What follows belongs to an exercise in optimizing a design on an open flow for small area; a production flow would make more cautious choices.
Only simulation tests tie the RTL to the original design; equivalence was not proved.
Power figures rest on the tool's default switching activity, not on a simulated workload.

Setup of blue:
==> module SevenSegmentALU, before the edit <==
module SevenSegmentALU(
    input clk,
    input reset,
    input onesBtn,
    input tensBtn,
    input hundredsBtn,
    input sign,
    input enter,
    output [6:0] seg,
    output [3:0] anode
);
    wire rst;
    systemResetHandler resetHandlerInstance (.clk(clk), .reset(reset), .rst(rst));
    wire pOnes, pTens, pHund, pSign, pEnter;
    buttonSyncPulse onesBtnGen     (.clk(clk), .rst(rst), .button(onesBtn),     .pulse(pOnes));
    buttonSyncPulse tensBtnGen     (.clk(clk), .rst(rst), .button(tensBtn),     .pulse(pTens));
    buttonSyncPulse hundredsBtnGen (.clk(clk), .rst(rst), .button(hundredsBtn), .pulse(pHund));
    buttonSyncPulse signBtnGen     (.clk(clk), .rst(rst), .button(sign),        .pulse(pSign));
    buttonSyncPulse enterBtnGen    (.clk(clk), .rst(rst), .button(enter),       .pulse(pEnter));
    localparam [2:0] S_IN1  = 3'd0;
    localparam [2:0] S_W1   = 3'd1;
    localparam [2:0] S_IN2  = 3'd2;
    localparam [2:0] S_W2   = 3'd3;
    localparam [2:0] S_CALC = 3'd4;
    localparam [2:0] S_UPD  = 3'd5;
    localparam [2:0] S_DONE = 3'd6;
    reg [2:0] state;
    wire inIn1  = (state == S_IN1);
    wire inIn2  = (state == S_IN2);
    wire inW2   = state[1] & state[0];
    wire inCalc = (state == S_CALC);
    wire inUpd  = state[2] & state[0];
    reg [3:0] d0, d1, d2;
    reg       neg;
    reg [3:0] na0, na1, na2;
    wire [3:0] a0 = ~na0, a1 = ~na1, a2 = ~na2;
    reg       aneg;
    reg       aGt;
    reg       cy;
    function [3:0] incDigit(input [3:0] d);
        incDigit = (d[3] & d[0]) ? 4'd0 : d + 4'd1;
    endfunction
    function [4:0] dadd(input [3:0] x, input [3:0] y, input c);
        reg [4:0] s;
        reg       dc;
        begin
            s = x + y + c;
            dc = s[4] | (s[3] & (s[2] | s[1]));
            dadd = {dc, s[3:0] + {1'b0, dc, dc, 1'b0}};
        end
    endfunction
    function [3:0] n9(input [3:0] x, input e);
        n9 = e ? {~(x[3] | x[2] | x[1]), x[2] ^ x[1], x[1], ~x[0]} : x;
    endfunction
    wire diff   = aneg ^ neg;
    wire [11:0] cmpA = {a2, a1, a0};
    wire [11:0] cmpB = {d2, d1, d0};
    reg  [12:0] gtc;
    integer gi;
    always @(*) begin
        gtc[0] = 1'b0;
        for (gi = 0; gi < 12; gi = gi + 1)
            gtc[gi + 1] = (cmpA[gi] & ~cmpB[gi]) | (cmpA[gi] & gtc[gi]) | (~cmpB[gi] & gtc[gi]);
    end
    wire gtNow = gtc[12];
    wire [3:0] bDig = inW2 ? d0 : (inCalc ? d1 : d2);
    wire [4:0] sd   = dadd(a0, n9(bDig, diff), cy);
    wire [3:0] rDig = n9(sd[3:0], diff & ~aGt);
    wire resNeg = (diff & ~aGt) ? (neg & ((rDig != 4'd0) | (a2 != 4'd0) | (a1 != 4'd0))) : aneg;
    always @(posedge clk) begin
        if (rst) begin
            state <= S_IN1;
            d0 <= 4'd0; d1 <= 4'd0; d2 <= 4'd0; neg <= 1'b0;
        end else begin
            case (state)
                S_IN1, S_IN2: begin
                    if (pEnter) begin
                        state <= inIn1 ? S_W1 : S_W2;
                    end else begin
                        if (pOnes) d0 <= incDigit(d0);
                        if (pTens) d1 <= incDigit(d1);
                        if (pHund) d2 <= incDigit(d2);
                        if (pSign) neg <= ~neg;
                    end
                end
                S_W1: begin
                    if (~enter) begin
                        d0 <= 4'd0; d1 <= 4'd0; d2 <= 4'd0; neg <= 1'b0;
                        state <= S_IN2;
                    end
                end
                S_W2: begin
                    if (~enter) state <= S_CALC;
                end
                S_CALC: state <= S_UPD;
                S_UPD: begin
                    {d2, d1, d0} <= {rDig, a2, a1};
                    neg <= resNeg;
                    state <= S_DONE;
                end
                default: ;
            endcase
        end
    end
    wire step = (inW2 & ~enter) | inCalc;
    always @(posedge clk) begin
        if (inIn1) begin
            {na2, na1, na0} <= ~{d2, d1, d0};
            aneg <= neg;
        end else if (step) begin
            {na2, na1, na0} <= ~{rDig, a2, a1};
        end
        if (inIn2 | inW2)
            aGt <= gtNow;
        cy <= (inIn2 | (inW2 & enter)) ? (diff & gtNow) : sd[4];
    end
    localparam [11:0] MUX_RST  = 12'b101010101010;
    localparam [11:0] MUX_RUN  = 12'b101010101011;
    localparam [11:0] MUX_TERM = 12'b010000101110;
    reg [11:0] mcnt;
    reg [3:0]  an;
    reg [3:0]  cd;
    localparam [11:0] MUX_MASK = 12'b111110110111;
    wire mp = ((mcnt & MUX_MASK) == (MUX_TERM & MUX_MASK));
    wire an0 = ~an[0] | (&an[3:1]);    
    always @(posedge clk) begin
        if (rst)
            mcnt <= MUX_RST;
        else if (mp)
            mcnt <= MUX_RUN;
        else
            mcnt <= {~mcnt[10:0], mcnt[11] ^ mcnt[10]};
        if (rst) begin
            an  <= 4'b1111;
            cd  <= 4'd0;
        end else if (mp) begin
            an <= an0 ? 4'b1101 : {an[2:0], an[3]};
            cd <= an0 ? d1 : ~an[1] ? d2 : ~an[2] ? {3'b111, ~neg} : d0;
        end
    end
    assign anode = an;
    assign seg[0] = (~cd[0] & ~cd[2]) | (cd[0] & ~cd[1] & cd[2]) | (cd[1] & ~cd[3]) | (~cd[1] & cd[3]);
    assign seg[1] = (~cd[0] & ~cd[1]) | (~cd[2]) | (cd[0] & cd[1] & ~cd[3]);
    assign seg[2] = (~cd[1]) | (cd[0] & ~cd[2]) | (cd[2] & ~cd[3]);
    assign seg[3] = (~cd[0] & ~cd[2]) | (cd[1] & ~cd[2]) | (cd[0] & ~cd[1] & cd[2]) | (~cd[1] & cd[3]) | (~cd[0] & cd[1] & ~cd[3]);
    assign seg[4] = (~cd[0] & ~cd[2]) | (~cd[0] & cd[1] & ~cd[3]);
    assign seg[5] = (~cd[0] & ~cd[1]) | (~cd[1] & cd[2]) | (~cd[1] & cd[3]) | (~cd[0] & cd[2] & ~cd[3]);
    assign seg[6] = (~cd[0] & cd[1]) | (cd[1] & ~cd[2]) | (~cd[1] & cd[2]) | (~cd[1] & cd[3]);
endmodule
clock: 10.0 ns
lec_check: 0
cap_margin: 20
core_margin: 2
core_utilization: 40
slew_margin: 20
standard.sh (not shown) runs the stock make flow with config.mk's settings and CLKGATE_MAP_FILE= SYNTH_SCRIPT=/design/flow/synth_recipe.tcl, a recipe that flattens the netlist after the stock synthesis.
==> flow/flow/run.sh <==
#!/bin/bash
# Layout flow: the standard flow, except for synthesis and two settings.
#
# Synthesis runs ORFS's own synth.tcl with three changes: no Kogge-Stone
# carry-lookahead map, no full/half-adder extraction, and an area-oriented ABC
# script. It is run with several ABC scripts (flow/abc_*.scr, and &deepsyn
# with several seeds and step limits) and the netlist with the smallest cell
# area is kept. The standard synthesis is also run, into ref/; a custom
# netlist is used only if its flip-flops (instance names and cell types) match
# the standard netlist's exactly, otherwise the standard synthesis is used.
# Placement buffers the ports with buf_1, and CTS builds the clock tree from
# clkbuf_4 without dummy loads.
# Each tool's output goes to a log file of its own in this folder.
set -uo pipefail
W=$(pwd)
RESREL=results/${FLOW_PLATFORM}/SevenSegmentALU/base

sed -e "s#WORK_HOME=[^ ]*orfs#WORK_HOME=$W/ref#" standard.sh > ref.sh

python3 - "$FLOW_HOME/scripts/synth.tcl" "$W/synth_custom.tcl" > patch_synth.log 2>&1 <<'PY'
import sys
src = open(sys.argv[1]).read()
src = src.replace('"-extra-map $::env(FLOW_HOME)/platforms/common/lcu_kogge_stone.v"', '""')
a = src.index('# Technology mapping of adders')
b = src.index('# Technology mapping of latches')
src = src[:a] + src[b:]
old = 'log_cmd abc {*}$abc_args'
assert old in src
src = src.replace(old, 'log_cmd abc -script $::env(CUSTOM_ABC_SCRIPT) {*}$lib_args {*}$lib_dont_use_args')
assert 'lcu_kogge' not in src and 'extract_fa' not in src
open(sys.argv[2], 'w').write(src)
print("patched synth.tcl")
PY
sed -e "s#source \$::env(SCRIPTS_DIR)/synth.tcl#source $W/synth_custom.tcl#" synth_recipe.tcl > my_synth.tcl

# candidate ABC scripts
mkdir -p abc
cp flow/abc_*.scr abc/
for s in $(seq 1 31); do
  sed -e "s/&deepsyn -J 50 -T 600/\&deepsyn -J 50 -T 600 -S $s/" flow/abc_deepsyn.scr > abc/abc_deepsyn_s$s.scr
done
for s in $(seq 1 16); do
  sed -e "s/&deepsyn -J 50 -T 600/\&deepsyn -J 20 -T 600 -S $s/" flow/abc_deepsyn.scr > abc/abc_deepsyn_j20_s$s.scr
done
for s in $(seq 1 4); do
  sed -e "s/&deepsyn -J 50 -T 600/\&deepsyn -J 150 -T 600 -S $s/" flow/abc_deepsyn.scr > abc/abc_deepsyn_j150_s$s.scr
done

flops() {
  # instance name and cell type (drive strength stripped) of every flip-flop
  awk '/^ *sky130_fd_sc_hd__(df|edf|sdf|dl)[a-z]*_[0-9]+ /{c=$1; sub(/_[0-9]+$/,"",c); n=$2; print n, c}' "$1" | sort
}
area() {
  awk '/Chip area for module/{print $NF}' "$1/reports/${FLOW_PLATFORM}/SevenSegmentALU/base/synth_stat.txt" 2>/dev/null
}

bash ref.sh synth > synth_ref.log 2>&1
flops ref/$RESREL/1_2_yosys.v > flops_ref.txt

best=""; best_area=""
if grep -q "patched" patch_synth.log && [[ -s flops_ref.txt ]]; then
  names=()
  for f in abc/*.scr; do names+=("$(basename "$f" .scr)"); done
  run_one() {
    local n=$1
    sed -e "s#WORK_HOME=[^ ]*orfs#WORK_HOME=$W/cand_$n#" \
        -e "s#SYNTH_SCRIPT=[^ ]*synth_recipe.tcl#SYNTH_SCRIPT=$W/my_synth.tcl#" standard.sh > cand_$n.sh
    CUSTOM_ABC_SCRIPT=$W/abc/$n.scr bash cand_$n.sh synth > synth_$n.log 2>&1
  }
  i=0
  for n in "${names[@]}"; do
    run_one "$n" &
    i=$((i+1))
    if (( i % 4 == 0 )); then wait; fi
  done
  wait
  for n in "${names[@]}"; do
    a=$(area cand_$n)
    [[ -n "$a" ]] || continue
    flops cand_$n/$RESREL/1_2_yosys.v > flops_$n.txt
    if cmp -s flops_ref.txt flops_$n.txt; then
      echo "$n $a" >> candidates.log
      if [[ -z "$best" ]] || awk -v a="$a" -v b="$best_area" 'BEGIN{exit !(a<b)}'; then
        best=$n; best_area=$a
      fi
    else
      echo "$n $a flip-flops differ from the standard synthesis" >> candidates.log
    fi
  done
fi

rm -rf orfs
if [[ -n "$best" ]]; then
  echo "synthesis: custom $best, area $best_area" | tee flow_choice.log
  mv cand_$best orfs
else
  echo "synthesis: standard" | tee flow_choice.log
  bash standard.sh synth > synth_standard.log 2>&1
fi
for n in cand_*; do [[ -d "$n" ]] && rm -rf "$n"; done

EXTRA=("CTS_ARGS=-sink_clustering_enable -repair_clock_nets -dont_use_dummy_load -buf_list sky130_fd_sc_hd__clkbuf_4"
       "BUFFER_PORTS_ARGS=-buffer_cell sky130_fd_sc_hd__buf_1")
bash standard.sh "${EXTRA[@]}" finish > layout.log 2>&1
Other scripts of this flow, unchanged in this note and not shown: flow/flow/abc_deepsyn.scr, flow/flow/abc_nf.scr
[inputs] red vs blue
--- a/flow/design.v
+++ b/flow/design.v
@@ -155,9 +155,12 @@
         end
     end
     wire step = (inW2 & ~enter) | inCalc;
     always @(posedge clk) begin
-        if (inIn1) begin
+        if (rst) begin
+            {na2, na1, na0} <= 12'hfff;
+            aneg <= 1'b0;
+        end else if (inIn1) begin
             {na2, na1, na0} <= ~{d2, d1, d0};
             aneg <= neg;
         end else if (step) begin
             {na2, na1, na0} <= ~{rDig, a2, a1};
==> comparison <==
red vs blue on routed wire length on met3: red is the higher one. Re final instance area: blue and red aren't equal, and the higher value belongs to blue. In the tables for blue and red, height of the die reads lower with red. red against blue: internal power grew by about 16%; wire length of the first global-routing pass grew by 680 µm.

## separate check: timing with driven ports
The results above use ideal ports. As a check the final layouts listed here were re-extracted and re-timed, cells and wires unchanged. Step 1: set_driving_cell puts a clkbuf_16 on clk and a buf_2 on each other input, an assumption about the parent block. Step 2 adds t to the input delays and takes it off the output delays; t is the mean of the earliest and latest rising clock arrival at the registers after step 1. Input paths then give back, and output paths get back, about the clock's delay inside the block. Slacks: no drivers / after step 1 / after step 2; pairs: no drivers / after step 1.
run	t (ns)	slack for setup (ns)	latest minus earliest clock arrival (ns)	slew at the worst register clock pin (ns)	pins driven straight from the clock port
blue	0.507	6.286 / 6.253 / 6.437	0.052 / 0.052	0.12 / 0.12	1
red	0.509	6.105 / 6.089 / 6.011	0.051 / 0.052	0.12 / 0.12	1
After both steps every run listed still meets setup and hold. For red, which loses most, drivers alone change the setup slack by -0.016 ns; drivers and shift together by -0.094 ns.
